Background: an optimization exercise with open tools, aiming at small area. Do not read the settings as production practice. No run shown here included a check of the RTL's function; only the layout flow was run. Power and IR drop assume default switching activity.

## flow/design.v (module list and top-level ports; edited modules follow where they fit)
// module SERDESDECODE_1: 24 lines
// module LYCALOBLOCK: 1468 lines
module LYCALOBLOCK(
    input CLK,
    input [1023:0] DATA,
    input signed [31:0] LYCALOTHR,
    input [255:0] LYCALOMASK,
    output reg LYCALOTRG,
    output reg LYCALOORTRG,
    output reg signed [(25+4)-1:0] LYCALOQSUM
    );
  // ...
==> flow/flow/run.sh <==
#!/bin/bash
# Standard ORFS layout, with single-strength port buffers and pins one track apart.
set -o pipefail
bash standard.sh \
  "BUFFER_PORTS_ARGS=-buffer_cell sky130_fd_sc_hd__buf_1" \
  "PLACE_PINS_ARGS=-min_distance 1 -min_distance_in_tracks" \
  finish > standard.log 2>&1
==> flow/standard.sh <==
#!/bin/bash
# synth_recipe.tcl (not shown) runs the flow's synth.tcl, then flattens the netlist and writes it again
# the make line also repeats each setting of config.mk as NAME=value (left out here)
make -C /OpenROAD-flow-scripts/flow DESIGN_CONFIG=/design/flow/config.mk WORK_HOME=/design/flow/orfs CLKGATE_MAP_FILE= SYNTH_SCRIPT=/design/flow/synth_recipe.tcl "${@:-finish}"
==> flow/config.mk <==
export PLATFORM = sky130hd
export DESIGN_NAME = LYCALOBLOCK
export DESIGN_NICKNAME = LYCALOBLOCK
export VERILOG_FILES = /design/flow/design.v
export SDC_FILE = /design/flow/constraint.sdc
export NUM_CORES = 4
export LEC_CHECK = 0
export CAP_MARGIN = 20
export CORE_AREA = 2 2 198 198
export DIE_AREA = 0 0 200 200
export SLEW_MARGIN = 20
==> flow/constraint.sdc <==
create_clock -name core_clock -period 4.5 [get_ports {CLK}]
set_input_delay 0.9000 -clock core_clock [delete_from_list [all_inputs] [get_ports {CLK}]]
set_output_delay 0.9000 -clock core_clock [all_outputs]
set_load 0.01 [all_outputs]
==> summary.txt, run 1 <==
Run status
The run stopped with a tool error. The flow stopped in global routing. The tool reported: "[ERROR GRT-0116] Global routing finished with congestion. Check the congestion regions in the DRC Viewer".

Synthesis
The net count after synthesis is approximately 2900. The post-synthesis simple-gate area fraction is 0.0257. The synthesized instance count is roughly 1200. The average instance area after synthesis is ~11 um^2. The dominant combinational cell family by area after synthesis is adder cells. The dominant synthesized flop cell is sky130_fd_sc_hd__dfxtp_1. The fraction of the mapped netlist area in compound gates is 0.0936. The sequential share of the synthesized area is 0.205. Ranked by total cell area, the synthesized netlist is headed by sky130_fd_sc_hd__fa_1 (52%), sky130_fd_sc_hd__dfxtp_1 (21%), sky130_fd_sc_hd__inv_1 (13%). Among all cell types in the netlist, the one instantiated most often is sky130_fd_sc_hd__inv_1. In the synthesized netlist the async set-or-reset flop fraction comes to 0. The area share of xor/xnor cells in the synthesized design is 0.000620.

Synthesis inferred roughly 150 register bits. The largest total area in the synthesized netlist belongs to sky130_fd_sc_hd__fa_1. The post-synth design cell area is 14100 um^2.

Clock network
The root cell of the clock tree is sky130_fd_sc_hd__clkbuf_16. After clock tree synthesis, the setup repair step added 0 buffers. After clock tree synthesis, the repair step resized 0 gates.

The number of hold buffers added after CTS was 0. The number of buffers created by CTS is 17.

Placement
The total placed cells including tap cells is around 2700. The placer congestion estimate is 1.13. The number of buffer cells added on primary ports is a little under 1000. The wire-length estimate of the detail-placed layout is just over 80 mm.

Global routing
The global-route wire length before repair is around 130 mm. In the global route stage, met1 resource usage came out at 0.505. The met3 usage in global routing is 0.315. The met2 capacity usage during global routing is 0.694. The global-route congestion overflow total is 26. After global routing, the most crowded layer is met2. Entering global routing, the biggest net connects 17 pins.

Floorplanning
The row count is around 70. The effective utilization at floorplan is 0.374. About 1300 I/O pins were placed.
==> inputs of run 2 (changes only) <==
==> flow/design.v (replaced) <==
module SERDESDECODE_1(
    input [64*NSLOT-1:0] DATA,
    output [24:0] WFMSUM,
    output ANYNOTPED,
    output [3:0] MAXID,
    output [20:0] MAXWAVEFORM,
    output [7:0] TDCSUM,
    output [4:0] TDCNUM,
    output [15:0] TDCHIT,
    output [3*16-1:0] TDCVAL,
    output [15:0] DISCRSTATE
    );
    parameter SLOT=0;
    parameter NSLOT=1;
    assign WFMSUM = DATA[64*SLOT+:25];
    assign ANYNOTPED = DATA[64*SLOT+63];
    assign MAXID = DATA[64*SLOT+25+:4];
    assign MAXWAVEFORM = DATA[64*SLOT+29+:21];
    assign TDCSUM = DATA[64*SLOT+50+:8];    
    assign TDCNUM = DATA[64*SLOT+58+:5];    
    assign TDCHIT = DATA[64*SLOT+:16];    
    assign TDCVAL = DATA[64*SLOT+16+:3*16];
    assign DISCRSTATE = DATA[64*SLOT+29+:16];
endmodule
module LYCALOBLOCK(
    input CLK,
    input [1023:0] DATA,
    input signed [31:0] LYCALOTHR,
    input [255:0] LYCALOMASK,
    output reg LYCALOTRG,
    output reg LYCALOORTRG,
    output reg signed [(25+4)-1:0] LYCALOQSUM
    );
  reg r1_0_0;
  reg r1_0_1;
  reg r1_1_0;
  reg r1_2_0;
  reg r1_3_0;
  reg r1_4_0;
  reg r1_4_1;
  reg r1_5_0;
  reg r1_5_1;
  reg r1_6_0;
  reg r1_6_1;
  reg r1_7_0;
  reg r1_7_1;
  reg r1_8_0;
  reg r1_8_1;
  reg r1_9_0;
  reg r1_9_1;
  reg r1_10_0;
  reg r1_10_1;
  reg r1_11_0;
  reg r1_11_1;
  reg r1_12_0;
  reg r1_12_1;
  reg r1_13_0;
  reg r1_13_1;
  reg r1_14_0;
  reg r1_14_1;
  reg r1_15_0;
  reg r1_15_1;
  reg r1_16_0;
  reg r1_16_1;
  reg r1_17_0;
  reg r1_17_1;
  reg r1_18_0;
  reg r1_18_1;
  reg r1_19_0;
  reg r1_19_1;
  reg r1_20_0;
  reg r1_20_1;
  reg r1_21_0;
  reg r1_21_1;
  reg r1_22_0;
  reg r1_22_1;
  reg r1_23_0;
  reg r1_23_1;
  reg r1_24_0;
  reg r1_24_1;
  reg r1_25_0;
  reg r1_25_1;
  reg r1_26_0;
  reg r1_26_1;
  reg r1_27_0;
  reg r1_27_1;
  reg r2_0_0;
  reg r2_1_0;
  reg r2_2_0;
  reg r2_3_0;
  reg r2_4_0;
  reg r2_5_0;
  reg r2_6_0;
  reg r2_7_0;
  reg r2_8_0;
  reg r2_9_0;
  reg r2_10_0;
  reg r2_10_1;
  reg r2_11_0;
  reg r2_12_0;
  reg r2_13_0;
  reg r2_14_0;
  reg r2_15_0;
  reg r2_16_0;
  reg r2_17_0;
  reg r2_18_0;
  reg r2_19_0;
  reg r2_19_1;
  reg r2_20_0;
  reg r2_21_0;
  reg r2_22_0;
  reg r2_23_0;
  reg r2_24_0;
  reg r2_25_0;
  reg r2_26_0;
  reg r2_27_0;
  reg r2_28_0;
  reg r3_0_0;
  reg r3_1_0;
  reg r3_2_0;
  reg r3_3_0;
  reg r3_4_0;
  reg r3_5_0;
  reg r3_6_0;
  reg r3_7_0;
  reg r3_8_0;
  reg r3_9_0;
  reg r3_10_0;
  reg r3_11_0;
  reg r3_12_0;
  reg r3_13_0;
  reg r3_14_0;
  reg r3_15_0;
  reg r3_16_0;
  reg r3_17_0;
  reg r3_18_0;
  reg r3_19_0;
  reg r3_20_0;
  reg r3_21_0;
  reg r3_21_1;
  reg r3_22_0;
  reg r3_23_0;
  reg r3_24_0;
  reg r3_25_0;
  reg r3_26_0;
  reg r3_27_0;
  reg r3_28_0;
  wire s1, c2;
  LYFA us1 (.a(DATA[0]), .b(DATA[64]), .c(DATA[128]), .s(s1), .co(c2));
  wire s3, c4;
  LYFA us3 (.a(DATA[192]), .b(DATA[256]), .c(DATA[320]), .s(s3), .co(c4));
  wire s5, c6;
  LYFA us5 (.a(DATA[384]), .b(DATA[448]), .c(DATA[512]), .s(s5), .co(c6));
  wire s7, c8;
  LYFA us7 (.a(DATA[576]), .b(DATA[640]), .c(DATA[704]), .s(s7), .co(c8));
  wire s9, c10;
  LYFA us9 (.a(DATA[768]), .b(DATA[832]), .c(DATA[896]), .s(s9), .co(c10));
  wire s11, c12;
  LYFA us11 (.a(DATA[960]), .b(s1), .c(s3), .s(s11), .co(c12));
  wire s13, c14;
  LYFA us13 (.a(s5), .b(s7), .c(s9), .s(s13), .co(c14));
  wire s15, c16;
  LYFA us15 (.a(DATA[1]), .b(DATA[65]), .c(DATA[129]), .s(s15), .co(c16));
  wire s17, c18;
  LYFA us17 (.a(DATA[193]), .b(DATA[257]), .c(DATA[321]), .s(s17), .co(c18));
  wire s19, c20;
  LYFA us19 (.a(DATA[385]), .b(DATA[449]), .c(DATA[513]), .s(s19), .co(c20));
  wire s21, c22;
  LYFA us21 (.a(DATA[577]), .b(DATA[641]), .c(DATA[705]), .s(s21), .co(c22));
  wire s23, c24;
  LYFA us23 (.a(DATA[769]), .b(DATA[833]), .c(DATA[897]), .s(s23), .co(c24));
  wire s25, c26;
  LYFA us25 (.a(DATA[961]), .b(c2), .c(c4), .s(s25), .co(c26));
  wire s27, c28;
  LYFA us27 (.a(c6), .b(c8), .c(c10), .s(s27), .co(c28));
  wire s29, c30;
  LYFA us29 (.a(s15), .b(s17), .c(s19), .s(s29), .co(c30));
  wire s31, c32;
  LYFA us31 (.a(s21), .b(s23), .c(c12), .s(s31), .co(c32));
  wire s33, c34;
  LYFA us33 (.a(s25), .b(c14), .c(s27), .s(s33), .co(c34));
  wire s35, c36;
  LYFA us35 (.a(s29), .b(s31), .c(s33), .s(s35), .co(c36));
  wire s37, c38;
  LYFA us37 (.a(DATA[2]), .b(DATA[66]), .c(DATA[130]), .s(s37), .co(c38));
  wire s39, c40;
  LYFA us39 (.a(DATA[194]), .b(DATA[258]), .c(DATA[322]), .s(s39), .co(c40));
  wire s41, c42;
  LYFA us41 (.a(DATA[386]), .b(DATA[450]), .c(DATA[514]), .s(s41), .co(c42));
  wire s43, c44;
  LYFA us43 (.a(DATA[578]), .b(DATA[642]), .c(DATA[706]), .s(s43), .co(c44));
  wire s45, c46;
  LYFA us45 (.a(DATA[770]), .b(DATA[834]), .c(DATA[898]), .s(s45), .co(c46));
  wire s47, c48;
  LYFA us47 (.a(DATA[962]), .b(c16), .c(c18), .s(s47), .co(c48));
  wire s49, c50;
  LYFA us49 (.a(c20), .b(c22), .c(c24), .s(s49), .co(c50));
  wire s51, c52;
  LYFA us51 (.a(s37), .b(s39), .c(s41), .s(s51), .co(c52));
  wire s53, c54;
  LYFA us53 (.a(s43), .b(s45), .c(c26), .s(s53), .co(c54));
  wire s55, c56;
  LYFA us55 (.a(c28), .b(s47), .c(c30), .s(s55), .co(c56));
  wire s57, c58;
  LYFA us57 (.a(s49), .b(s51), .c(c32), .s(s57), .co(c58));
  wire s59, c60;
  LYFA us59 (.a(s53), .b(c34), .c(s55), .s(s59), .co(c60));
  wire s61, c62;
  LYFA us61 (.a(s57), .b(c36), .c(s59), .s(s61), .co(c62));
  wire s63, c64;
  LYFA us63 (.a(DATA[3]), .b(DATA[67]), .c(DATA[131]), .s(s63), .co(c64));
  wire s65, c66;
  LYFA us65 (.a(DATA[195]), .b(DATA[259]), .c(DATA[323]), .s(s65), .co(c66));
  wire s67, c68;
  LYFA us67 (.a(DATA[387]), .b(DATA[451]), .c(DATA[515]), .s(s67), .co(c68));
  wire s69, c70;
  LYFA us69 (.a(DATA[579]), .b(DATA[643]), .c(DATA[707]), .s(s69), .co(c70));
  wire s71, c72;
  LYFA us71 (.a(DATA[771]), .b(DATA[835]), .c(DATA[899]), .s(s71), .co(c72));
  wire s73, c74;
  LYFA us73 (.a(DATA[963]), .b(c38), .c(c40), .s(s73), .co(c74));
  wire s75, c76;
  LYFA us75 (.a(c42), .b(c44), .c(c46), .s(s75), .co(c76));
  wire s77, c78;
  LYFA us77 (.a(s63), .b(s65), .c(s67), .s(s77), .co(c78));
  wire s79, c80;
  LYFA us79 (.a(s69), .b(s71), .c(c48), .s(s79), .co(c80));
  wire s81, c82;
  LYFA us81 (.a(c50), .b(s73), .c(c52), .s(s81), .co(c82));
  wire s83, c84;
  LYFA us83 (.a(s75), .b(s77), .c(c54), .s(s83), .co(c84));
  wire s85, c86;
  LYFA us85 (.a(s79), .b(c56), .c(s81), .s(s85), .co(c86));
  wire s87, c88;
  LYFA us87 (.a(c58), .b(s83), .c(c60), .s(s87), .co(c88));
  wire s89, c90;
  LYFA us89 (.a(s85), .b(c62), .c(s87), .s(s89), .co(c90));
  wire s91, c92;
  LYFA us91 (.a(DATA[4]), .b(DATA[68]), .c(DATA[132]), .s(s91), .co(c92));
  wire s93, c94;
  LYFA us93 (.a(DATA[196]), .b(DATA[260]), .c(DATA[324]), .s(s93), .co(c94));
  wire s95, c96;
  LYFA us95 (.a(DATA[388]), .b(DATA[452]), .c(DATA[516]), .s(s95), .co(c96));
  wire s97, c98;
  LYFA us97 (.a(DATA[580]), .b(DATA[644]), .c(DATA[708]), .s(s97), .co(c98));
  wire s99, c100;
  LYFA us99 (.a(DATA[772]), .b(DATA[836]), .c(DATA[900]), .s(s99), .co(c100));
  wire s101, c102;
  LYFA us101 (.a(DATA[964]), .b(c64), .c(c66), .s(s101), .co(c102));
  wire s103, c104;
  LYFA us103 (.a(c68), .b(c70), .c(c72), .s(s103), .co(c104));
  wire s105, c106;
  LYFA us105 (.a(s91), .b(s93), .c(s95), .s(s105), .co(c106));
  wire s107, c108;
  LYFA us107 (.a(s97), .b(s99), .c(c74), .s(s107), .co(c108));
  wire s109, c110;
  LYFA us109 (.a(c76), .b(s101), .c(c78), .s(s109), .co(c110));
  wire s111, c112;
  LYFA us111 (.a(s103), .b(s105), .c(c80), .s(s111), .co(c112));
  wire s113, c114;
  LYFA us113 (.a(s107), .b(c82), .c(s109), .s(s113), .co(c114));
  wire s115, c116;
  LYFA us115 (.a(c84), .b(s111), .c(c86), .s(s115), .co(c116));
  wire s117, c118;
  LYFA us117 (.a(s113), .b(c88), .c(s115), .s(s117), .co(c118));
  wire s119, c120;
  LYFA us119 (.a(DATA[5]), .b(DATA[69]), .c(DATA[133]), .s(s119), .co(c120));
  wire s121, c122;
  LYFA us121 (.a(DATA[197]), .b(DATA[261]), .c(DATA[325]), .s(s121), .co(c122));
  wire s123, c124;
  LYFA us123 (.a(DATA[389]), .b(DATA[453]), .c(DATA[517]), .s(s123), .co(c124));
  wire s125, c126;
  LYFA us125 (.a(DATA[581]), .b(DATA[645]), .c(DATA[709]), .s(s125), .co(c126));
  wire s127, c128;
  LYFA us127 (.a(DATA[773]), .b(DATA[837]), .c(DATA[901]), .s(s127), .co(c128));
  wire s129, c130;
  LYFA us129 (.a(DATA[965]), .b(c92), .c(c94), .s(s129), .co(c130));
  wire s131, c132;
  LYFA us131 (.a(c96), .b(c98), .c(c100), .s(s131), .co(c132));
  wire s133, c134;
  LYFA us133 (.a(s119), .b(s121), .c(s123), .s(s133), .co(c134));
  wire s135, c136;
  LYFA us135 (.a(s125), .b(s127), .c(c102), .s(s135), .co(c136));
  wire s137, c138;
  LYFA us137 (.a(c104), .b(s129), .c(c106), .s(s137), .co(c138));
  wire s139, c140;
  LYFA us139 (.a(s131), .b(s133), .c(c108), .s(s139), .co(c140));
  wire s141, c142;
  LYFA us141 (.a(s135), .b(c110), .c(s137), .s(s141), .co(c142));
  wire s143, c144;
  LYFA us143 (.a(c112), .b(s139), .c(c114), .s(s143), .co(c144));
  wire s145, c146;
  LYFA us145 (.a(s141), .b(c116), .c(s143), .s(s145), .co(c146));
  wire s147, c148;
  LYFA us147 (.a(DATA[6]), .b(DATA[70]), .c(DATA[134]), .s(s147), .co(c148));
  wire s149, c150;
  LYFA us149 (.a(DATA[198]), .b(DATA[262]), .c(DATA[326]), .s(s149), .co(c150));
  wire s151, c152;
  LYFA us151 (.a(DATA[390]), .b(DATA[454]), .c(DATA[518]), .s(s151), .co(c152));
  wire s153, c154;
  LYFA us153 (.a(DATA[582]), .b(DATA[646]), .c(DATA[710]), .s(s153), .co(c154));
  wire s155, c156;
  LYFA us155 (.a(DATA[774]), .b(DATA[838]), .c(DATA[902]), .s(s155), .co(c156));
  wire s157, c158;
  LYFA us157 (.a(DATA[966]), .b(c120), .c(c122), .s(s157), .co(c158));
  wire s159, c160;
  LYFA us159 (.a(c124), .b(c126), .c(c128), .s(s159), .co(c160));
  wire s161, c162;
  LYFA us161 (.a(s147), .b(s149), .c(s151), .s(s161), .co(c162));
  wire s163, c164;
  LYFA us163 (.a(s153), .b(s155), .c(c130), .s(s163), .co(c164));
  wire s165, c166;
  LYFA us165 (.a(c132), .b(s157), .c(c134), .s(s165), .co(c166));
  wire s167, c168;
  LYFA us167 (.a(s159), .b(s161), .c(c136), .s(s167), .co(c168));
  wire s169, c170;
  LYFA us169 (.a(s163), .b(c138), .c(s165), .s(s169), .co(c170));
  wire s171, c172;
  LYFA us171 (.a(c140), .b(s167), .c(c142), .s(s171), .co(c172));
  wire s173, c174;
  LYFA us173 (.a(s169), .b(c144), .c(s171), .s(s173), .co(c174));
  wire s175, c176;
  LYFA us175 (.a(DATA[7]), .b(DATA[71]), .c(DATA[135]), .s(s175), .co(c176));
  wire s177, c178;
  LYFA us177 (.a(DATA[199]), .b(DATA[263]), .c(DATA[327]), .s(s177), .co(c178));
  wire s179, c180;
  LYFA us179 (.a(DATA[391]), .b(DATA[455]), .c(DATA[519]), .s(s179), .co(c180));
  wire s181, c182;
  LYFA us181 (.a(DATA[583]), .b(DATA[647]), .c(DATA[711]), .s(s181), .co(c182));
  wire s183, c184;
  LYFA us183 (.a(DATA[775]), .b(DATA[839]), .c(DATA[903]), .s(s183), .co(c184));
  wire s185, c186;
  LYFA us185 (.a(DATA[967]), .b(c148), .c(c150), .s(s185), .co(c186));
  wire s187, c188;
  LYFA us187 (.a(c152), .b(c154), .c(c156), .s(s187), .co(c188));
  wire s189, c190;
  LYFA us189 (.a(s175), .b(s177), .c(s179), .s(s189), .co(c190));
  wire s191, c192;
  LYFA us191 (.a(s181), .b(s183), .c(c158), .s(s191), .co(c192));
  wire s193, c194;
  LYFA us193 (.a(c160), .b(s185), .c(c162), .s(s193), .co(c194));
  wire s195, c196;
  LYFA us195 (.a(s187), .b(s189), .c(c164), .s(s195), .co(c196));
  wire s197, c198;
  LYFA us197 (.a(s191), .b(c166), .c(s193), .s(s197), .co(c198));
  wire s199, c200;
  LYFA us199 (.a(c168), .b(s195), .c(c170), .s(s199), .co(c200));
  wire s201, c202;
  LYFA us201 (.a(s197), .b(c172), .c(s199), .s(s201), .co(c202));
  wire s203, c204;
  LYFA us203 (.a(DATA[8]), .b(DATA[72]), .c(DATA[136]), .s(s203), .co(c204));
  wire s205, c206;
  LYFA us205 (.a(DATA[200]), .b(DATA[264]), .c(DATA[328]), .s(s205), .co(c206));
  wire s207, c208;
  LYFA us207 (.a(DATA[392]), .b(DATA[456]), .c(DATA[520]), .s(s207), .co(c208));
  wire s209, c210;
  LYFA us209 (.a(DATA[584]), .b(DATA[648]), .c(DATA[712]), .s(s209), .co(c210));
  wire s211, c212;
  LYFA us211 (.a(DATA[776]), .b(DATA[840]), .c(DATA[904]), .s(s211), .co(c212));
  wire s213, c214;
  LYFA us213 (.a(DATA[968]), .b(c176), .c(c178), .s(s213), .co(c214));
  wire s215, c216;
  LYFA us215 (.a(c180), .b(c182), .c(c184), .s(s215), .co(c216));
  wire s217, c218;
  LYFA us217 (.a(s203), .b(s205), .c(s207), .s(s217), .co(c218));
  wire s219, c220;
  LYFA us219 (.a(s209), .b(s211), .c(c186), .s(s219), .co(c220));
  wire s221, c222;
  LYFA us221 (.a(c188), .b(s213), .c(c190), .s(s221), .co(c222));
  wire s223, c224;
  LYFA us223 (.a(s215), .b(s217), .c(c192), .s(s223), .co(c224));
  wire s225, c226;
  LYFA us225 (.a(s219), .b(c194), .c(s221), .s(s225), .co(c226));
  wire s227, c228;
  LYFA us227 (.a(c196), .b(s223), .c(c198), .s(s227), .co(c228));
  wire s229, c230;
  LYFA us229 (.a(s225), .b(c200), .c(s227), .s(s229), .co(c230));
  wire s231, c232;
  LYFA us231 (.a(DATA[9]), .b(DATA[73]), .c(DATA[137]), .s(s231), .co(c232));
  wire s233, c234;
  LYFA us233 (.a(DATA[201]), .b(DATA[265]), .c(DATA[329]), .s(s233), .co(c234));
  wire s235, c236;
  LYFA us235 (.a(DATA[393]), .b(DATA[457]), .c(DATA[521]), .s(s235), .co(c236));
  wire s237, c238;
  LYFA us237 (.a(DATA[585]), .b(DATA[649]), .c(DATA[713]), .s(s237), .co(c238));
  wire s239, c240;
  LYFA us239 (.a(DATA[777]), .b(DATA[841]), .c(DATA[905]), .s(s239), .co(c240));
  wire s241, c242;
  LYFA us241 (.a(DATA[969]), .b(c204), .c(c206), .s(s241), .co(c242));
  wire s243, c244;
  LYFA us243 (.a(c208), .b(c210), .c(c212), .s(s243), .co(c244));
  wire s245, c246;
  LYFA us245 (.a(s231), .b(s233), .c(s235), .s(s245), .co(c246));
  wire s247, c248;
  LYFA us247 (.a(s237), .b(s239), .c(c214), .s(s247), .co(c248));
  wire s249, c250;
  LYFA us249 (.a(c216), .b(s241), .c(c218), .s(s249), .co(c250));
  wire s251, c252;
  LYFA us251 (.a(s243), .b(s245), .c(c220), .s(s251), .co(c252));
  wire s253, c254;
  LYFA us253 (.a(s247), .b(c222), .c(s249), .s(s253), .co(c254));
  wire s255, c256;
  LYFA us255 (.a(c224), .b(s251), .c(c226), .s(s255), .co(c256));
  wire s257, c258;
  LYFA us257 (.a(s253), .b(c228), .c(s255), .s(s257), .co(c258));
  wire s259, c260;
  LYFA us259 (.a(DATA[10]), .b(DATA[74]), .c(DATA[138]), .s(s259), .co(c260));
  wire s261, c262;
  LYFA us261 (.a(DATA[202]), .b(DATA[266]), .c(DATA[330]), .s(s261), .co(c262));
  wire s263, c264;
  LYFA us263 (.a(DATA[394]), .b(DATA[458]), .c(DATA[522]), .s(s263), .co(c264));
  wire s265, c266;
  LYFA us265 (.a(DATA[586]), .b(DATA[650]), .c(DATA[714]), .s(s265), .co(c266));
  wire s267, c268;
  LYFA us267 (.a(DATA[778]), .b(DATA[842]), .c(DATA[906]), .s(s267), .co(c268));
  wire s269, c270;
  LYFA us269 (.a(DATA[970]), .b(c232), .c(c234), .s(s269), .co(c270));
  wire s271, c272;
  LYFA us271 (.a(c236), .b(c238), .c(c240), .s(s271), .co(c272));
  wire s273, c274;
  LYFA us273 (.a(s259), .b(s261), .c(s263), .s(s273), .co(c274));
  wire s275, c276;
  LYFA us275 (.a(s265), .b(s267), .c(c242), .s(s275), .co(c276));
  wire s277, c278;
  LYFA us277 (.a(c244), .b(s269), .c(c246), .s(s277), .co(c278));
  wire s279, c280;
  LYFA us279 (.a(s271), .b(s273), .c(c248), .s(s279), .co(c280));
  wire s281, c282;
  LYFA us281 (.a(s275), .b(c250), .c(s277), .s(s281), .co(c282));
  wire s283, c284;
  LYFA us283 (.a(c252), .b(s279), .c(c254), .s(s283), .co(c284));
  wire s285, c286;
  LYFA us285 (.a(s281), .b(c256), .c(s283), .s(s285), .co(c286));
  wire s287, c288;
  LYFA us287 (.a(DATA[11]), .b(DATA[75]), .c(DATA[139]), .s(s287), .co(c288));
  wire s289, c290;
  LYFA us289 (.a(DATA[203]), .b(DATA[267]), .c(DATA[331]), .s(s289), .co(c290));
  wire s291, c292;
  LYFA us291 (.a(DATA[395]), .b(DATA[459]), .c(DATA[523]), .s(s291), .co(c292));
  wire s293, c294;
  LYFA us293 (.a(DATA[587]), .b(DATA[651]), .c(DATA[715]), .s(s293), .co(c294));
  wire s295, c296;
  LYFA us295 (.a(DATA[779]), .b(DATA[843]), .c(DATA[907]), .s(s295), .co(c296));
  wire s297, c298;
  LYFA us297 (.a(DATA[971]), .b(c260), .c(c262), .s(s297), .co(c298));
  wire s299, c300;
  LYFA us299 (.a(c264), .b(c266), .c(c268), .s(s299), .co(c300));
  wire s301, c302;
  LYFA us301 (.a(s287), .b(s289), .c(s291), .s(s301), .co(c302));
  wire s303, c304;
  LYFA us303 (.a(s293), .b(s295), .c(c270), .s(s303), .co(c304));
  wire s305, c306;
  LYFA us305 (.a(c272), .b(s297), .c(c274), .s(s305), .co(c306));
  wire s307, c308;
  LYFA us307 (.a(s299), .b(s301), .c(c276), .s(s307), .co(c308));
  wire s309, c310;
  LYFA us309 (.a(s303), .b(c278), .c(s305), .s(s309), .co(c310));
  wire s311, c312;
  LYFA us311 (.a(c280), .b(s307), .c(c282), .s(s311), .co(c312));
  wire s313, c314;
  LYFA us313 (.a(s309), .b(c284), .c(s311), .s(s313), .co(c314));
  wire s315, c316;
  LYFA us315 (.a(DATA[12]), .b(DATA[76]), .c(DATA[140]), .s(s315), .co(c316));
  wire s317, c318;
  LYFA us317 (.a(DATA[204]), .b(DATA[268]), .c(DATA[332]), .s(s317), .co(c318));
  wire s319, c320;
  LYFA us319 (.a(DATA[396]), .b(DATA[460]), .c(DATA[524]), .s(s319), .co(c320));
  wire s321, c322;
  LYFA us321 (.a(DATA[588]), .b(DATA[652]), .c(DATA[716]), .s(s321), .co(c322));
  wire s323, c324;
  LYFA us323 (.a(DATA[780]), .b(DATA[844]), .c(DATA[908]), .s(s323), .co(c324));
  wire s325, c326;
  LYFA us325 (.a(DATA[972]), .b(c288), .c(c290), .s(s325), .co(c326));
  wire s327, c328;
  LYFA us327 (.a(c292), .b(c294), .c(c296), .s(s327), .co(c328));
  wire s329, c330;
  LYFA us329 (.a(s315), .b(s317), .c(s319), .s(s329), .co(c330));
  wire s331, c332;
  LYFA us331 (.a(s321), .b(s323), .c(c298), .s(s331), .co(c332));
  wire s333, c334;
  LYFA us333 (.a(c300), .b(s325), .c(c302), .s(s333), .co(c334));
  wire s335, c336;
  LYFA us335 (.a(s327), .b(s329), .c(c304), .s(s335), .co(c336));
  wire s337, c338;
  LYFA us337 (.a(s331), .b(c306), .c(s333), .s(s337), .co(c338));
  wire s339, c340;
  LYFA us339 (.a(c308), .b(s335), .c(c310), .s(s339), .co(c340));
  wire s341, c342;
  LYFA us341 (.a(s337), .b(c312), .c(s339), .s(s341), .co(c342));
  wire s343, c344;
  LYFA us343 (.a(DATA[13]), .b(DATA[77]), .c(DATA[141]), .s(s343), .co(c344));
  wire s345, c346;
  LYFA us345 (.a(DATA[205]), .b(DATA[269]), .c(DATA[333]), .s(s345), .co(c346));
  wire s347, c348;
  LYFA us347 (.a(DATA[397]), .b(DATA[461]), .c(DATA[525]), .s(s347), .co(c348));
  wire s349, c350;
  LYFA us349 (.a(DATA[589]), .b(DATA[653]), .c(DATA[717]), .s(s349), .co(c350));
  wire s351, c352;
  LYFA us351 (.a(DATA[781]), .b(DATA[845]), .c(DATA[909]), .s(s351), .co(c352));
  wire s353, c354;
  LYFA us353 (.a(DATA[973]), .b(c316), .c(c318), .s(s353), .co(c354));
  wire s355, c356;
  LYFA us355 (.a(c320), .b(c322), .c(c324), .s(s355), .co(c356));
  wire s357, c358;
  LYFA us357 (.a(s343), .b(s345), .c(s347), .s(s357), .co(c358));
  wire s359, c360;
  LYFA us359 (.a(s349), .b(s351), .c(c326), .s(s359), .co(c360));
  wire s361, c362;
  LYFA us361 (.a(c328), .b(s353), .c(c330), .s(s361), .co(c362));
  wire s363, c364;
  LYFA us363 (.a(s355), .b(s357), .c(c332), .s(s363), .co(c364));
  wire s365, c366;
  LYFA us365 (.a(s359), .b(c334), .c(s361), .s(s365), .co(c366));
  wire s367, c368;
  LYFA us367 (.a(c336), .b(s363), .c(c338), .s(s367), .co(c368));
  wire s369, c370;
  LYFA us369 (.a(s365), .b(c340), .c(s367), .s(s369), .co(c370));
  wire s371, c372;
  LYFA us371 (.a(DATA[14]), .b(DATA[78]), .c(DATA[142]), .s(s371), .co(c372));
  wire s373, c374;
  LYFA us373 (.a(DATA[206]), .b(DATA[270]), .c(DATA[334]), .s(s373), .co(c374));
  wire s375, c376;
  LYFA us375 (.a(DATA[398]), .b(DATA[462]), .c(DATA[526]), .s(s375), .co(c376));
  wire s377, c378;
  LYFA us377 (.a(DATA[590]), .b(DATA[654]), .c(DATA[718]), .s(s377), .co(c378));
  wire s379, c380;
  LYFA us379 (.a(DATA[782]), .b(DATA[846]), .c(DATA[910]), .s(s379), .co(c380));
  wire s381, c382;
  LYFA us381 (.a(DATA[974]), .b(c344), .c(c346), .s(s381), .co(c382));
  wire s383, c384;
  LYFA us383 (.a(c348), .b(c350), .c(c352), .s(s383), .co(c384));
  wire s385, c386;
  LYFA us385 (.a(s371), .b(s373), .c(s375), .s(s385), .co(c386));
  wire s387, c388;
  LYFA us387 (.a(s377), .b(s379), .c(c354), .s(s387), .co(c388));
  wire s389, c390;
  LYFA us389 (.a(c356), .b(s381), .c(c358), .s(s389), .co(c390));
  wire s391, c392;
  LYFA us391 (.a(s383), .b(s385), .c(c360), .s(s391), .co(c392));
  wire s393, c394;
  LYFA us393 (.a(s387), .b(c362), .c(s389), .s(s393), .co(c394));
  wire s395, c396;
  LYFA us395 (.a(c364), .b(s391), .c(c366), .s(s395), .co(c396));
  wire s397, c398;
  LYFA us397 (.a(s393), .b(c368), .c(s395), .s(s397), .co(c398));
  wire s399, c400;
  LYFA us399 (.a(DATA[15]), .b(DATA[79]), .c(DATA[143]), .s(s399), .co(c400));
  wire s401, c402;
  LYFA us401 (.a(DATA[207]), .b(DATA[271]), .c(DATA[335]), .s(s401), .co(c402));
  wire s403, c404;
  LYFA us403 (.a(DATA[399]), .b(DATA[463]), .c(DATA[527]), .s(s403), .co(c404));
  wire s405, c406;
  LYFA us405 (.a(DATA[591]), .b(DATA[655]), .c(DATA[719]), .s(s405), .co(c406));
  wire s407, c408;
  LYFA us407 (.a(DATA[783]), .b(DATA[847]), .c(DATA[911]), .s(s407), .co(c408));
  wire s409, c410;
  LYFA us409 (.a(DATA[975]), .b(c372), .c(c374), .s(s409), .co(c410));
  wire s411, c412;
  LYFA us411 (.a(c376), .b(c378), .c(c380), .s(s411), .co(c412));
  wire s413, c414;
  LYFA us413 (.a(s399), .b(s401), .c(s403), .s(s413), .co(c414));
  wire s415, c416;
  LYFA us415 (.a(s405), .b(s407), .c(c382), .s(s415), .co(c416));
  wire s417, c418;
  LYFA us417 (.a(c384), .b(s409), .c(c386), .s(s417), .co(c418));
  wire s419, c420;
  LYFA us419 (.a(s411), .b(s413), .c(c388), .s(s419), .co(c420));
  wire s421, c422;
  LYFA us421 (.a(s415), .b(c390), .c(s417), .s(s421), .co(c422));
  wire s423, c424;
  LYFA us423 (.a(c392), .b(s419), .c(c394), .s(s423), .co(c424));
  wire s425, c426;
  LYFA us425 (.a(s421), .b(c396), .c(s423), .s(s425), .co(c426));
  wire s427, c428;
  LYFA us427 (.a(DATA[16]), .b(DATA[80]), .c(DATA[144]), .s(s427), .co(c428));
  wire s429, c430;
  LYFA us429 (.a(DATA[208]), .b(DATA[272]), .c(DATA[336]), .s(s429), .co(c430));
  wire s431, c432;
  LYFA us431 (.a(DATA[400]), .b(DATA[464]), .c(DATA[528]), .s(s431), .co(c432));
  wire s433, c434;
  LYFA us433 (.a(DATA[592]), .b(DATA[656]), .c(DATA[720]), .s(s433), .co(c434));
  wire s435, c436;
  LYFA us435 (.a(DATA[784]), .b(DATA[848]), .c(DATA[912]), .s(s435), .co(c436));
  wire s437, c438;
  LYFA us437 (.a(DATA[976]), .b(c400), .c(c402), .s(s437), .co(c438));
  wire s439, c440;
  LYFA us439 (.a(c404), .b(c406), .c(c408), .s(s439), .co(c440));
  wire s441, c442;
  LYFA us441 (.a(s427), .b(s429), .c(s431), .s(s441), .co(c442));
  wire s443, c444;
  LYFA us443 (.a(s433), .b(s435), .c(c410), .s(s443), .co(c444));
  wire s445, c446;
  LYFA us445 (.a(c412), .b(s437), .c(c414), .s(s445), .co(c446));
  wire s447, c448;
  LYFA us447 (.a(s439), .b(s441), .c(c416), .s(s447), .co(c448));
  wire s449, c450;
  LYFA us449 (.a(s443), .b(c418), .c(s445), .s(s449), .co(c450));
  wire s451, c452;
  LYFA us451 (.a(c420), .b(s447), .c(c422), .s(s451), .co(c452));
  wire s453, c454;
  LYFA us453 (.a(s449), .b(c424), .c(s451), .s(s453), .co(c454));
  wire s455, c456;
  LYFA us455 (.a(DATA[17]), .b(DATA[81]), .c(DATA[145]), .s(s455), .co(c456));
  wire s457, c458;
  LYFA us457 (.a(DATA[209]), .b(DATA[273]), .c(DATA[337]), .s(s457), .co(c458));
  wire s459, c460;
  LYFA us459 (.a(DATA[401]), .b(DATA[465]), .c(DATA[529]), .s(s459), .co(c460));
  wire s461, c462;
  LYFA us461 (.a(DATA[593]), .b(DATA[657]), .c(DATA[721]), .s(s461), .co(c462));
  wire s463, c464;
  LYFA us463 (.a(DATA[785]), .b(DATA[849]), .c(DATA[913]), .s(s463), .co(c464));
  wire s465, c466;
  LYFA us465 (.a(DATA[977]), .b(c428), .c(c430), .s(s465), .co(c466));
  wire s467, c468;
  LYFA us467 (.a(c432), .b(c434), .c(c436), .s(s467), .co(c468));
  wire s469, c470;
  LYFA us469 (.a(s455), .b(s457), .c(s459), .s(s469), .co(c470));
  wire s471, c472;
  LYFA us471 (.a(s461), .b(s463), .c(c438), .s(s471), .co(c472));
  wire s473, c474;
  LYFA us473 (.a(c440), .b(s465), .c(c442), .s(s473), .co(c474));
  wire s475, c476;
  LYFA us475 (.a(s467), .b(s469), .c(c444), .s(s475), .co(c476));
  wire s477, c478;
  LYFA us477 (.a(s471), .b(c446), .c(s473), .s(s477), .co(c478));
  wire s479, c480;
  LYFA us479 (.a(c448), .b(s475), .c(c450), .s(s479), .co(c480));
  wire s481, c482;
  LYFA us481 (.a(s477), .b(c452), .c(s479), .s(s481), .co(c482));
  wire s483, c484;
  LYFA us483 (.a(DATA[18]), .b(DATA[82]), .c(DATA[146]), .s(s483), .co(c484));
  wire s485, c486;
  LYFA us485 (.a(DATA[210]), .b(DATA[274]), .c(DATA[338]), .s(s485), .co(c486));
  wire s487, c488;
  LYFA us487 (.a(DATA[402]), .b(DATA[466]), .c(DATA[530]), .s(s487), .co(c488));
  wire s489, c490;
  LYFA us489 (.a(DATA[594]), .b(DATA[658]), .c(DATA[722]), .s(s489), .co(c490));
  wire s491, c492;
  LYFA us491 (.a(DATA[786]), .b(DATA[850]), .c(DATA[914]), .s(s491), .co(c492));
  wire s493, c494;
  LYFA us493 (.a(DATA[978]), .b(c456), .c(c458), .s(s493), .co(c494));
  wire s495, c496;
  LYFA us495 (.a(c460), .b(c462), .c(c464), .s(s495), .co(c496));
  wire s497, c498;
  LYFA us497 (.a(s483), .b(s485), .c(s487), .s(s497), .co(c498));
  wire s499, c500;
  LYFA us499 (.a(s489), .b(s491), .c(c466), .s(s499), .co(c500));
  wire s501, c502;
  LYFA us501 (.a(c468), .b(s493), .c(c470), .s(s501), .co(c502));
  wire s503, c504;
  LYFA us503 (.a(s495), .b(s497), .c(c472), .s(s503), .co(c504));
  wire s505, c506;
  LYFA us505 (.a(s499), .b(c474), .c(s501), .s(s505), .co(c506));
  wire s507, c508;
  LYFA us507 (.a(c476), .b(s503), .c(c478), .s(s507), .co(c508));
  wire s509, c510;
  LYFA us509 (.a(s505), .b(c480), .c(s507), .s(s509), .co(c510));
  wire s511, c512;
  LYFA us511 (.a(DATA[19]), .b(DATA[83]), .c(DATA[147]), .s(s511), .co(c512));
  wire s513, c514;
  LYFA us513 (.a(DATA[211]), .b(DATA[275]), .c(DATA[339]), .s(s513), .co(c514));
  wire s515, c516;
  LYFA us515 (.a(DATA[403]), .b(DATA[467]), .c(DATA[531]), .s(s515), .co(c516));
  wire s517, c518;
  LYFA us517 (.a(DATA[595]), .b(DATA[659]), .c(DATA[723]), .s(s517), .co(c518));
  wire s519, c520;
  LYFA us519 (.a(DATA[787]), .b(DATA[851]), .c(DATA[915]), .s(s519), .co(c520));
  wire s521, c522;
  LYFA us521 (.a(DATA[979]), .b(c484), .c(c486), .s(s521), .co(c522));
  wire s523, c524;
  LYFA us523 (.a(c488), .b(c490), .c(c492), .s(s523), .co(c524));
  wire s525, c526;
  LYFA us525 (.a(s511), .b(s513), .c(s515), .s(s525), .co(c526));
  wire s527, c528;
  LYFA us527 (.a(s517), .b(s519), .c(c494), .s(s527), .co(c528));
  wire s529, c530;
  LYFA us529 (.a(c496), .b(s521), .c(c498), .s(s529), .co(c530));
  wire s531, c532;
  LYFA us531 (.a(s523), .b(s525), .c(c500), .s(s531), .co(c532));
  wire s533, c534;
  LYFA us533 (.a(s527), .b(c502), .c(s529), .s(s533), .co(c534));
  wire s535, c536;
  LYFA us535 (.a(c504), .b(s531), .c(c506), .s(s535), .co(c536));
  wire s537, c538;
  LYFA us537 (.a(s533), .b(c508), .c(s535), .s(s537), .co(c538));
  wire s539, c540;
  LYFA us539 (.a(DATA[20]), .b(DATA[84]), .c(DATA[148]), .s(s539), .co(c540));
  wire s541, c542;
  LYFA us541 (.a(DATA[212]), .b(DATA[276]), .c(DATA[340]), .s(s541), .co(c542));
  wire s543, c544;
  LYFA us543 (.a(DATA[404]), .b(DATA[468]), .c(DATA[532]), .s(s543), .co(c544));
  wire s545, c546;
  LYFA us545 (.a(DATA[596]), .b(DATA[660]), .c(DATA[724]), .s(s545), .co(c546));
  wire s547, c548;
  LYFA us547 (.a(DATA[788]), .b(DATA[852]), .c(DATA[916]), .s(s547), .co(c548));
  wire s549, c550;
  LYFA us549 (.a(DATA[980]), .b(c512), .c(c514), .s(s549), .co(c550));
  wire s551, c552;
  LYFA us551 (.a(c516), .b(c518), .c(c520), .s(s551), .co(c552));
  wire s553, c554;
  LYFA us553 (.a(s539), .b(s541), .c(s543), .s(s553), .co(c554));
  wire s555, c556;
  LYFA us555 (.a(s545), .b(s547), .c(c522), .s(s555), .co(c556));
  wire s557, c558;
  LYFA us557 (.a(c524), .b(s549), .c(c526), .s(s557), .co(c558));
  wire s559, c560;
  LYFA us559 (.a(s551), .b(s553), .c(c528), .s(s559), .co(c560));
  wire s561, c562;
  LYFA us561 (.a(s555), .b(c530), .c(s557), .s(s561), .co(c562));
  wire s563, c564;
  LYFA us563 (.a(c532), .b(s559), .c(c534), .s(s563), .co(c564));
  wire s565, c566;
  LYFA us565 (.a(s561), .b(c536), .c(s563), .s(s565), .co(c566));
  wire s567, c568;
  LYFA us567 (.a(DATA[21]), .b(DATA[85]), .c(DATA[149]), .s(s567), .co(c568));
  wire s569, c570;
  LYFA us569 (.a(DATA[213]), .b(DATA[277]), .c(DATA[341]), .s(s569), .co(c570));
  wire s571, c572;
  LYFA us571 (.a(DATA[405]), .b(DATA[469]), .c(DATA[533]), .s(s571), .co(c572));
  wire s573, c574;
  LYFA us573 (.a(DATA[597]), .b(DATA[661]), .c(DATA[725]), .s(s573), .co(c574));
  wire s575, c576;
  LYFA us575 (.a(DATA[789]), .b(DATA[853]), .c(DATA[917]), .s(s575), .co(c576));
  wire s577, c578;
  LYFA us577 (.a(DATA[981]), .b(c540), .c(c542), .s(s577), .co(c578));
  wire s579, c580;
  LYFA us579 (.a(c544), .b(c546), .c(c548), .s(s579), .co(c580));
  wire s581, c582;
  LYFA us581 (.a(s567), .b(s569), .c(s571), .s(s581), .co(c582));
  wire s583, c584;
  LYFA us583 (.a(s573), .b(s575), .c(c550), .s(s583), .co(c584));
  wire s585, c586;
  LYFA us585 (.a(c552), .b(s577), .c(c554), .s(s585), .co(c586));
  wire s587, c588;
  LYFA us587 (.a(s579), .b(s581), .c(c556), .s(s587), .co(c588));
  wire s589, c590;
  LYFA us589 (.a(s583), .b(c558), .c(s585), .s(s589), .co(c590));
  wire s591, c592;
  LYFA us591 (.a(c560), .b(s587), .c(c562), .s(s591), .co(c592));
  wire s593, c594;
  LYFA us593 (.a(s589), .b(c564), .c(s591), .s(s593), .co(c594));
  wire s595, c596;
  LYFA us595 (.a(DATA[22]), .b(DATA[86]), .c(DATA[150]), .s(s595), .co(c596));
  wire s597, c598;
  LYFA us597 (.a(DATA[214]), .b(DATA[278]), .c(DATA[342]), .s(s597), .co(c598));
  wire s599, c600;
  LYFA us599 (.a(DATA[406]), .b(DATA[470]), .c(DATA[534]), .s(s599), .co(c600));
  wire s601, c602;
  LYFA us601 (.a(DATA[598]), .b(DATA[662]), .c(DATA[726]), .s(s601), .co(c602));
  wire s603, c604;
  LYFA us603 (.a(DATA[790]), .b(DATA[854]), .c(DATA[918]), .s(s603), .co(c604));
  wire s605, c606;
  LYFA us605 (.a(DATA[982]), .b(c568), .c(c570), .s(s605), .co(c606));
  wire s607, c608;
  LYFA us607 (.a(c572), .b(c574), .c(c576), .s(s607), .co(c608));
  wire s609, c610;
  LYFA us609 (.a(s595), .b(s597), .c(s599), .s(s609), .co(c610));
  wire s611, c612;
  LYFA us611 (.a(s601), .b(s603), .c(c578), .s(s611), .co(c612));
  wire s613, c614;
  LYFA us613 (.a(c580), .b(s605), .c(c582), .s(s613), .co(c614));
  wire s615, c616;
  LYFA us615 (.a(s607), .b(s609), .c(c584), .s(s615), .co(c616));
  wire s617, c618;
  LYFA us617 (.a(s611), .b(c586), .c(s613), .s(s617), .co(c618));
  wire s619, c620;
  LYFA us619 (.a(c588), .b(s615), .c(c590), .s(s619), .co(c620));
  wire s621, c622;
  LYFA us621 (.a(s617), .b(c592), .c(s619), .s(s621), .co(c622));
  wire s623, c624;
  LYFA us623 (.a(DATA[23]), .b(DATA[87]), .c(DATA[151]), .s(s623), .co(c624));
  wire s625, c626;
  LYFA us625 (.a(DATA[215]), .b(DATA[279]), .c(DATA[343]), .s(s625), .co(c626));
  wire s627, c628;
  LYFA us627 (.a(DATA[407]), .b(DATA[471]), .c(DATA[535]), .s(s627), .co(c628));
  wire s629, c630;
  LYFA us629 (.a(DATA[599]), .b(DATA[663]), .c(DATA[727]), .s(s629), .co(c630));
  wire s631, c632;
  LYFA us631 (.a(DATA[791]), .b(DATA[855]), .c(DATA[919]), .s(s631), .co(c632));
  wire s633, c634;
  LYFA us633 (.a(DATA[983]), .b(c596), .c(c598), .s(s633), .co(c634));
  wire s635, c636;
  LYFA us635 (.a(c600), .b(c602), .c(c604), .s(s635), .co(c636));
  wire s637, c638;
  LYFA us637 (.a(s623), .b(s625), .c(s627), .s(s637), .co(c638));
  wire s639, c640;
  LYFA us639 (.a(s629), .b(s631), .c(c606), .s(s639), .co(c640));
  wire s641, c642;
  LYFA us641 (.a(c608), .b(s633), .c(c610), .s(s641), .co(c642));
  wire s643, c644;
  LYFA us643 (.a(s635), .b(s637), .c(c612), .s(s643), .co(c644));
  wire s645, c646;
  LYFA us645 (.a(s639), .b(c614), .c(s641), .s(s645), .co(c646));
  wire s647, c648;
  LYFA us647 (.a(c616), .b(s643), .c(c618), .s(s647), .co(c648));
  wire s649, c650;
  LYFA us649 (.a(s645), .b(c620), .c(s647), .s(s649), .co(c650));
  wire s651, c652;
  LYFA us651 (.a(~DATA[24]), .b(~DATA[88]), .c(~DATA[152]), .s(s651), .co(c652));
  wire s653, c654;
  LYFA us653 (.a(~DATA[216]), .b(~DATA[280]), .c(~DATA[344]), .s(s653), .co(c654));
  wire s655, c656;
  LYFA us655 (.a(~DATA[408]), .b(~DATA[472]), .c(~DATA[536]), .s(s655), .co(c656));
  wire s657, c658;
  LYFA us657 (.a(~DATA[600]), .b(~DATA[664]), .c(~DATA[728]), .s(s657), .co(c658));
  wire s659, c660;
  LYFA us659 (.a(~DATA[792]), .b(~DATA[856]), .c(~DATA[920]), .s(s659), .co(c660));
  wire s661, c662;
  LYFA us661 (.a(~DATA[984]), .b(c624), .c(c626), .s(s661), .co(c662));
  wire s663, c664;
  LYFA us663 (.a(c628), .b(c630), .c(c632), .s(s663), .co(c664));
  wire s665, c666;
  LYFA us665 (.a(s651), .b(s653), .c(s655), .s(s665), .co(c666));
  wire s667, c668;
  LYFA us667 (.a(s657), .b(s659), .c(c634), .s(s667), .co(c668));
  wire s669, c670;
  LYFA us669 (.a(c636), .b(s661), .c(c638), .s(s669), .co(c670));
  wire s671, c672;
  LYFA us671 (.a(s663), .b(s665), .c(c640), .s(s671), .co(c672));
  wire s673, c674;
  LYFA us673 (.a(s667), .b(c642), .c(s669), .s(s673), .co(c674));
  wire s675, c676;
  LYFA us675 (.a(c644), .b(s671), .c(c646), .s(s675), .co(c676));
  wire s677, c678;
  LYFA us677 (.a(s673), .b(c648), .c(s675), .s(s677), .co(c678));
  wire s679, c680;
  LYFA us679 (.a(c652), .b(c654), .c(c656), .s(s679), .co(c680));
  wire s681, c682;
  LYFA us681 (.a(c658), .b(c660), .c(c662), .s(s681), .co(c682));
  wire s683, c684;
  LYFA us683 (.a(c664), .b(c666), .c(s679), .s(s683), .co(c684));
  wire s685, c686;
  LYFA us685 (.a(c668), .b(s681), .c(c670), .s(s685), .co(c686));
  wire s687, c688;
  LYFA us687 (.a(s683), .b(c672), .c(c674), .s(s687), .co(c688));
  wire s689, c690;
  LYFA us689 (.a(s685), .b(c676), .c(s687), .s(s689), .co(c690));
  wire s691, c692;
  LYFA us691 (.a(c680), .b(c682), .c(c684), .s(s691), .co(c692));
  wire s693, c694;
  LYFA us693 (.a(c686), .b(s691), .c(c688), .s(s693), .co(c694));
  wire s695, c696;
  LYHA us695 (.a(r1_0_0), .b(r1_0_1), .s(s695), .co(c696));
  wire s697, c698;
  LYHA us697 (.a(r1_1_0), .b(c696), .s(s697), .co(c698));
  wire s699, c700;
  LYHA us699 (.a(r1_2_0), .b(c698), .s(s699), .co(c700));
  wire s701, c702;
  LYHA us701 (.a(r1_3_0), .b(c700), .s(s701), .co(c702));
  wire s703, c704;
  LYFA us703 (.a(r1_4_0), .b(r1_4_1), .c(c702), .s(s703), .co(c704));
  wire s705, c706;
  LYFA us705 (.a(r1_5_0), .b(r1_5_1), .c(c704), .s(s705), .co(c706));
  wire s707, c708;
  LYFA us707 (.a(r1_6_0), .b(r1_6_1), .c(c706), .s(s707), .co(c708));
  wire s709, c710;
  LYFA us709 (.a(r1_7_0), .b(r1_7_1), .c(c708), .s(s709), .co(c710));
  wire s711, c712;
  LYFA us711 (.a(r1_8_0), .b(r1_8_1), .c(c710), .s(s711), .co(c712));
  wire s713, c714;
  LYFA us713 (.a(r1_9_0), .b(r1_9_1), .c(c712), .s(s713), .co(c714));
  wire s715, c716;
  LYHA us715 (.a(r1_10_0), .b(r1_10_1), .s(s715), .co(c716));
  wire s717, c718;
  LYFA us717 (.a(r1_11_0), .b(r1_11_1), .c(c716), .s(s717), .co(c718));
  wire s719, c720;
  LYFA us719 (.a(r1_12_0), .b(r1_12_1), .c(c718), .s(s719), .co(c720));
  wire s721, c722;
  LYFA us721 (.a(r1_13_0), .b(r1_13_1), .c(c720), .s(s721), .co(c722));
  wire s723, c724;
  LYFA us723 (.a(r1_14_0), .b(r1_14_1), .c(c722), .s(s723), .co(c724));
  wire s725, c726;
  LYFA us725 (.a(r1_15_0), .b(r1_15_1), .c(c724), .s(s725), .co(c726));
  wire s727, c728;
  LYFA us727 (.a(r1_16_0), .b(r1_16_1), .c(c726), .s(s727), .co(c728));
  wire s729, c730;
  LYFA us729 (.a(r1_17_0), .b(r1_17_1), .c(c728), .s(s729), .co(c730));
  wire s731, c732;
  LYFA us731 (.a(r1_18_0), .b(r1_18_1), .c(c730), .s(s731), .co(c732));
  wire s733, c734;
  LYHA us733 (.a(r1_19_0), .b(r1_19_1), .s(s733), .co(c734));
  wire s735, c736;
  LYFA us735 (.a(r1_20_0), .b(r1_20_1), .c(c734), .s(s735), .co(c736));
  wire s737, c738;
  LYFA us737 (.a(r1_21_0), .b(r1_21_1), .c(c736), .s(s737), .co(c738));
  wire s739, c740;
  LYFA us739 (.a(r1_22_0), .b(r1_22_1), .c(c738), .s(s739), .co(c740));
  wire s741, c742;
  LYFA us741 (.a(r1_23_0), .b(r1_23_1), .c(c740), .s(s741), .co(c742));
  wire s743, c744;
  LYFA us743 (.a(r1_24_0), .b(r1_24_1), .c(c742), .s(s743), .co(c744));
  wire s745, c746;
  LYFA us745 (.a(r1_25_0), .b(r1_25_1), .c(c744), .s(s745), .co(c746));
  wire s747, c748;
  LYFA us747 (.a(r1_26_0), .b(r1_26_1), .c(c746), .s(s747), .co(c748));
  wire s749, c750;
  LYFA us749 (.a(r1_27_0), .b(r1_27_1), .c(c748), .s(s749), .co(c750));
  wire s751, c752;
  LYHA us751 (.a(r2_10_0), .b(r2_10_1), .s(s751), .co(c752));
  wire s753, c754;
  LYHA us753 (.a(r2_11_0), .b(c752), .s(s753), .co(c754));
  wire s755, c756;
  LYHA us755 (.a(r2_12_0), .b(c754), .s(s755), .co(c756));
  wire s757, c758;
  LYHA us757 (.a(r2_13_0), .b(c756), .s(s757), .co(c758));
  wire s759, c760;
  LYHA us759 (.a(r2_14_0), .b(c758), .s(s759), .co(c760));
  wire s761, c762;
  LYHA us761 (.a(r2_15_0), .b(c760), .s(s761), .co(c762));
  wire s763, c764;
  LYHA us763 (.a(r2_16_0), .b(c762), .s(s763), .co(c764));
  wire s765, c766;
  LYHA us765 (.a(r2_17_0), .b(c764), .s(s765), .co(c766));
  wire s767, c768;
  LYHA us767 (.a(r2_18_0), .b(c766), .s(s767), .co(c768));
  wire s769, c770;
  LYFA us769 (.a(r2_19_0), .b(r2_19_1), .c(c768), .s(s769), .co(c770));
  wire s771, c772;
  LYHA us771 (.a(r2_20_0), .b(c770), .s(s771), .co(c772));
  wire s773, c774;
  LYHA us773 (.a(r3_21_0), .b(r3_21_1), .s(s773), .co(c774));
  wire s775, c776;
  LYHA us775 (.a(r3_22_0), .b(c774), .s(s775), .co(c776));
  wire s777, c778;
  LYHA us777 (.a(r3_23_0), .b(c776), .s(s777), .co(c778));
  wire s779, c780;
  LYHA us779 (.a(r3_24_0), .b(c778), .s(s779), .co(c780));
  wire s781, c782;
  LYHA us781 (.a(r3_25_0), .b(c780), .s(s781), .co(c782));
  wire s783, c784;
  LYHA us783 (.a(r3_26_0), .b(c782), .s(s783), .co(c784));
  wire s785, c786;
  LYHA us785 (.a(r3_27_0), .b(c784), .s(s785), .co(c786));
  wire x787;
  assign x787 = r3_28_0 ^ c786;
  wire [255:0] DISCR;
  genvar g;
  generate
    for (g = 0; g < 16; g = g + 1) begin : discr
      assign DISCR[16*g +: 16] = DATA[64*g+29 +: 16];
    end
  endgenerate
  wire [31:0] CA = {~LYCALOQSUM[28], {3{LYCALOQSUM[28]}}, LYCALOQSUM[27:0]};
  wire [31:0] CB = ~{~LYCALOTHR[31], LYCALOTHR[30:0]};
  wire [32:0] CC;
  assign CC[0] = 1'b0;
  generate
    for (g = 0; g < 32; g = g + 1) begin : cmp
      assign CC[g+1] = (CA[g] & CB[g]) | (CA[g] & CC[g]) | (CB[g] & CC[g]);
    end
  endgenerate
  always @(posedge CLK) begin
    r1_0_0 <= s11;
    r1_0_1 <= s13;
    r1_1_0 <= s35;
    r1_2_0 <= s61;
    r1_3_0 <= s89;
    r1_4_0 <= c90;
    r1_4_1 <= s117;
    r1_5_0 <= c118;
    r1_5_1 <= s145;
    r1_6_0 <= c146;
    r1_6_1 <= s173;
    r1_7_0 <= c174;
    r1_7_1 <= s201;
    r1_8_0 <= c202;
    r1_8_1 <= s229;
    r1_9_0 <= c230;
    r1_9_1 <= s257;
    r1_10_0 <= c258;
    r1_10_1 <= s285;
    r1_11_0 <= c286;
    r1_11_1 <= s313;
    r1_12_0 <= c314;
    r1_12_1 <= s341;
    r1_13_0 <= c342;
    r1_13_1 <= s369;
    r1_14_0 <= c370;
    r1_14_1 <= s397;
    r1_15_0 <= c398;
    r1_15_1 <= s425;
    r1_16_0 <= c426;
    r1_16_1 <= s453;
    r1_17_0 <= c454;
    r1_17_1 <= s481;
    r1_18_0 <= c482;
    r1_18_1 <= s509;
    r1_19_0 <= c510;
    r1_19_1 <= s537;
    r1_20_0 <= c538;
    r1_20_1 <= s565;
    r1_21_0 <= c566;
    r1_21_1 <= s593;
    r1_22_0 <= c594;
    r1_22_1 <= s621;
    r1_23_0 <= c622;
    r1_23_1 <= s649;
    r1_24_0 <= c650;
    r1_24_1 <= s677;
    r1_25_0 <= c678;
    r1_25_1 <= s689;
    r1_26_0 <= c690;
    r1_26_1 <= s693;
    r1_27_0 <= c692;
    r1_27_1 <= c694;
    r2_0_0 <= s695;
    r2_1_0 <= s697;
    r2_2_0 <= s699;
    r2_3_0 <= s701;
    r2_4_0 <= s703;
    r2_5_0 <= s705;
    r2_6_0 <= s707;
    r2_7_0 <= s709;
    r2_8_0 <= s711;
    r2_9_0 <= s713;
    r2_10_0 <= s715;
    r2_10_1 <= c714;
    r2_11_0 <= s717;
    r2_12_0 <= s719;
    r2_13_0 <= s721;
    r2_14_0 <= s723;
    r2_15_0 <= s725;
    r2_16_0 <= s727;
    r2_17_0 <= s729;
    r2_18_0 <= s731;
    r2_19_0 <= s733;
    r2_19_1 <= c732;
    r2_20_0 <= s735;
    r2_21_0 <= s737;
    r2_22_0 <= s739;
    r2_23_0 <= s741;
    r2_24_0 <= s743;
    r2_25_0 <= s745;
    r2_26_0 <= s747;
    r2_27_0 <= s749;
    r2_28_0 <= c750;
    r3_0_0 <= r2_0_0;
    r3_1_0 <= r2_1_0;
    r3_2_0 <= r2_2_0;
    r3_3_0 <= r2_3_0;
    r3_4_0 <= r2_4_0;
    r3_5_0 <= r2_5_0;
    r3_6_0 <= r2_6_0;
    r3_7_0 <= r2_7_0;
    r3_8_0 <= r2_8_0;
    r3_9_0 <= r2_9_0;
    r3_10_0 <= s751;
    r3_11_0 <= s753;
    r3_12_0 <= s755;
    r3_13_0 <= s757;
    r3_14_0 <= s759;
    r3_15_0 <= s761;
    r3_16_0 <= s763;
    r3_17_0 <= s765;
    r3_18_0 <= s767;
    r3_19_0 <= s769;
    r3_20_0 <= s771;
    r3_21_0 <= r2_21_0;
    r3_21_1 <= c772;
    r3_22_0 <= r2_22_0;
    r3_23_0 <= r2_23_0;
    r3_24_0 <= r2_24_0;
    r3_25_0 <= r2_25_0;
    r3_26_0 <= r2_26_0;
    r3_27_0 <= r2_27_0;
    r3_28_0 <= r2_28_0;
    LYCALOQSUM[0] <= r3_0_0;
    LYCALOQSUM[1] <= r3_1_0;
    LYCALOQSUM[2] <= r3_2_0;
    LYCALOQSUM[3] <= r3_3_0;
    LYCALOQSUM[4] <= r3_4_0;
    LYCALOQSUM[5] <= r3_5_0;
    LYCALOQSUM[6] <= r3_6_0;
    LYCALOQSUM[7] <= r3_7_0;
    LYCALOQSUM[8] <= r3_8_0;
    LYCALOQSUM[9] <= r3_9_0;
    LYCALOQSUM[10] <= r3_10_0;
    LYCALOQSUM[11] <= r3_11_0;
    LYCALOQSUM[12] <= r3_12_0;
    LYCALOQSUM[13] <= r3_13_0;
    LYCALOQSUM[14] <= r3_14_0;
    LYCALOQSUM[15] <= r3_15_0;
    LYCALOQSUM[16] <= r3_16_0;
    LYCALOQSUM[17] <= r3_17_0;
    LYCALOQSUM[18] <= r3_18_0;
    LYCALOQSUM[19] <= r3_19_0;
    LYCALOQSUM[20] <= r3_20_0;
    LYCALOQSUM[21] <= s773;
    LYCALOQSUM[22] <= s775;
    LYCALOQSUM[23] <= s777;
    LYCALOQSUM[24] <= s779;
    LYCALOQSUM[25] <= s781;
    LYCALOQSUM[26] <= s783;
    LYCALOQSUM[27] <= s785;
    LYCALOQSUM[28] <= ~x787;
    LYCALOTRG <= CC[32];
    LYCALOORTRG <= |(DISCR & LYCALOMASK);
  end
endmodule
module LYFA(input a, input b, input c, output s, output co);
  assign s = a ^ b ^ c;
  assign co = (a & b) | (a & c) | (b & c);
endmodule
module LYHA(input a, input b, output s, output co);
  assign s = a ^ b;
  assign co = a & b;
endmodule
==> flow/config.mk (replaced) <==
export PLATFORM = sky130hd
export DESIGN_NAME = LYCALOBLOCK
export DESIGN_NICKNAME = LYCALOBLOCK
export VERILOG_FILES = /design/flow/design.v
export SDC_FILE = /design/flow/constraint.sdc
export NUM_CORES = 4
export LEC_CHECK = 0
export CAP_MARGIN = 20
export CORE_AREA = 2 2 278 148
export CTS_BUF_LIST = sky130_fd_sc_hd__clkbuf_4
export DIE_AREA = 0 0 280 150
export SLEW_MARGIN = 20
export SYNTH_HIERARCHICAL = 1
export SYNTH_MINIMUM_KEEP_SIZE = 0
==> summary.txt, run 2 <==
Clock network
The root cell of the clock tree is sky130_fd_sc_hd__clkbuf_4 (was sky130_fd_sc_hd__clkbuf_16). The post-CTS setup-driven buffer insertion count is 0 (unchanged). The maximum level of the CTS H-tree came to 4 (unchanged).

The clock sink total is 145 (unchanged). The maximum root-to-sink buffer count came to 2 (unchanged). The number of gates resized after CTS is 0 (unchanged). The number of buffers created by CTS is 17 (unchanged). The post-cts hold buffer count is 0 (unchanged).

Placement
The minimum setup slack after placement is 0.378 ns (was 0.246 ns). The number of buffer cells added on primary ports came to 975 (unchanged). The final HPWL from detailed placement is 100 mm (was 80.5 mm). The placer congestion estimate is 1.28 (was 1.13). The total placed cells including tap cells came to 2295 (was 2725).

Floorplanning
The chip height was 150 um (was 200 um). The effective utilization at floorplan is 0.314 (was 0.374). The chip width is 280 um (was 200 um).

The row count was 53 (was 71). The count of boundary I/O pins is 1344 (unchanged).

Synthesis
The post-synth design cell area is 12500 um^2 (was 14100 um^2). The synthesized instance count is 798 (was 1239). The share of synthesized registers carrying an async set or reset is 0 (unchanged). The net count after synthesis is 2504 (was 2945). The cell with the most instances after synthesis is sky130_fd_sc_hd__fa_1 (was sky130_fd_sc_hd__inv_1). The average instance area after synthesis is 15.6 um^2 (was 11.4 um^2). The largest area contributor in the netlist is sky130_fd_sc_hd__fa_1 (unchanged). The share of Yosys cell area claimed by the top area cell type is 0.594 (was 0.524). The yosys synthesis warning count was 7 (was 1). Synth area leaders: sky130_fd_sc_hd__fa_1 (59%), sky130_fd_sc_hd__dfxtp_1 (23%), sky130_fd_sc_hd__a221oi_1 (3.2%) (was sky130_fd_sc_hd__fa_1 (52%), sky130_fd_sc_hd__dfxtp_1 (21%), sky130_fd_sc_hd__inv_1 (13%)). The sequential share of the synthesized area is 0.233 (was 0.205). The synthesized flop and latch total is 145 (unchanged). The dominant synthesized flop cell is sky130_fd_sc_hd__dfxtp_1 (unchanged). The number of distinct library cells after synthesis came to 41 (was 35). The number of synthesized flops with an enable pin came to 0 (unchanged).

Commonest cells in the synthesized netlist: sky130_fd_sc_hd__fa_1 (370), sky130_fd_sc_hd__dfxtp_1 (145), sky130_fd_sc_hd__a221oi_1 (45) (was sky130_fd_sc_hd__inv_1 (475), sky130_fd_sc_hd__fa_1 (370), sky130_fd_sc_hd__dfxtp_1 (145)).

Global routing
In the global route stage, overall resource usage came out at 0.502. The global-route congestion overflow total is 1. The number of global-route vias before repair is approximately 14000. Entering global routing, the biggest net connects 17 pins.

The global-route wire length before repair is around 130 mm.

Run status
Run status: aborted with a tool error (unchanged). Stop Error: [ERROR GRT-0116] Global routing finished with congestion. Check the congestion regions in the DRC Viewer (unchanged). The last stage reached is global routing (unchanged).
run 2: logic make-up after synthesis:
family / share of synthesized area
adders and majority gates: 0.620
AOI/OAI and AO/OA: 0.106
DFF: 0.233
and+or+nand+nor: 0.0293
buffers and inverters: 0.0115
xor gates and xnor gates: 0.000702
run 2: power by group through the flow:
| stage | Sequential [mW] | Clock (mW) | Combinational, mW |
|---|---|---|---|
| after CTS | 2.56 | 0.789 | 5.29 |
| after detailed placement | 2.59 | 0 | 5.25 |
| after global placement | 2.56 | 0 | 5.09 |
| after floorplan | 2.49 | 0 | 2.99 |
run 2: through the flow:
step / utilization / area (um^2)
2_1_floorplan: - / 12500
3_3_place_gp: 0.423 / 16800
3_5_place_dp: 0.423 / 16800
4_1_cts: 0.430 / 17100
run 2: how the worst min path moves through the flow:
stage / slack, ns / endpoint
2_1_floorplan: 0.31 / LYCALOQSUM[0]$_DFF_P_
3_3_place_gp: 0.31 / r3_7_0$_DFF_P_
3_5_place_dp: 0.31 / r3_21_0$_DFF_P_
4_1_cts: 0.33 / LYCALOQSUM[12]$_DFF_P_
run 2: layer usage:
metal | GRT usage | GRT overflow
met5 | 0.0781 | 0
met4 | 0.456 | 0
met3 | 0.325 | 0
met2 | 0.681 | 1
met1 | 0.525 | 0
run 2: modules after synthesis (local to each module, per instance):
module / flops+latches / cells inside / cell area (um^2) / copies in the design
LYCALOBLOCK: 145 / 405 / 4780 / 1
LYHA: 0 / 1 / 12.5 / 23
LYFA: 0 / 1 / 20.0 / 370
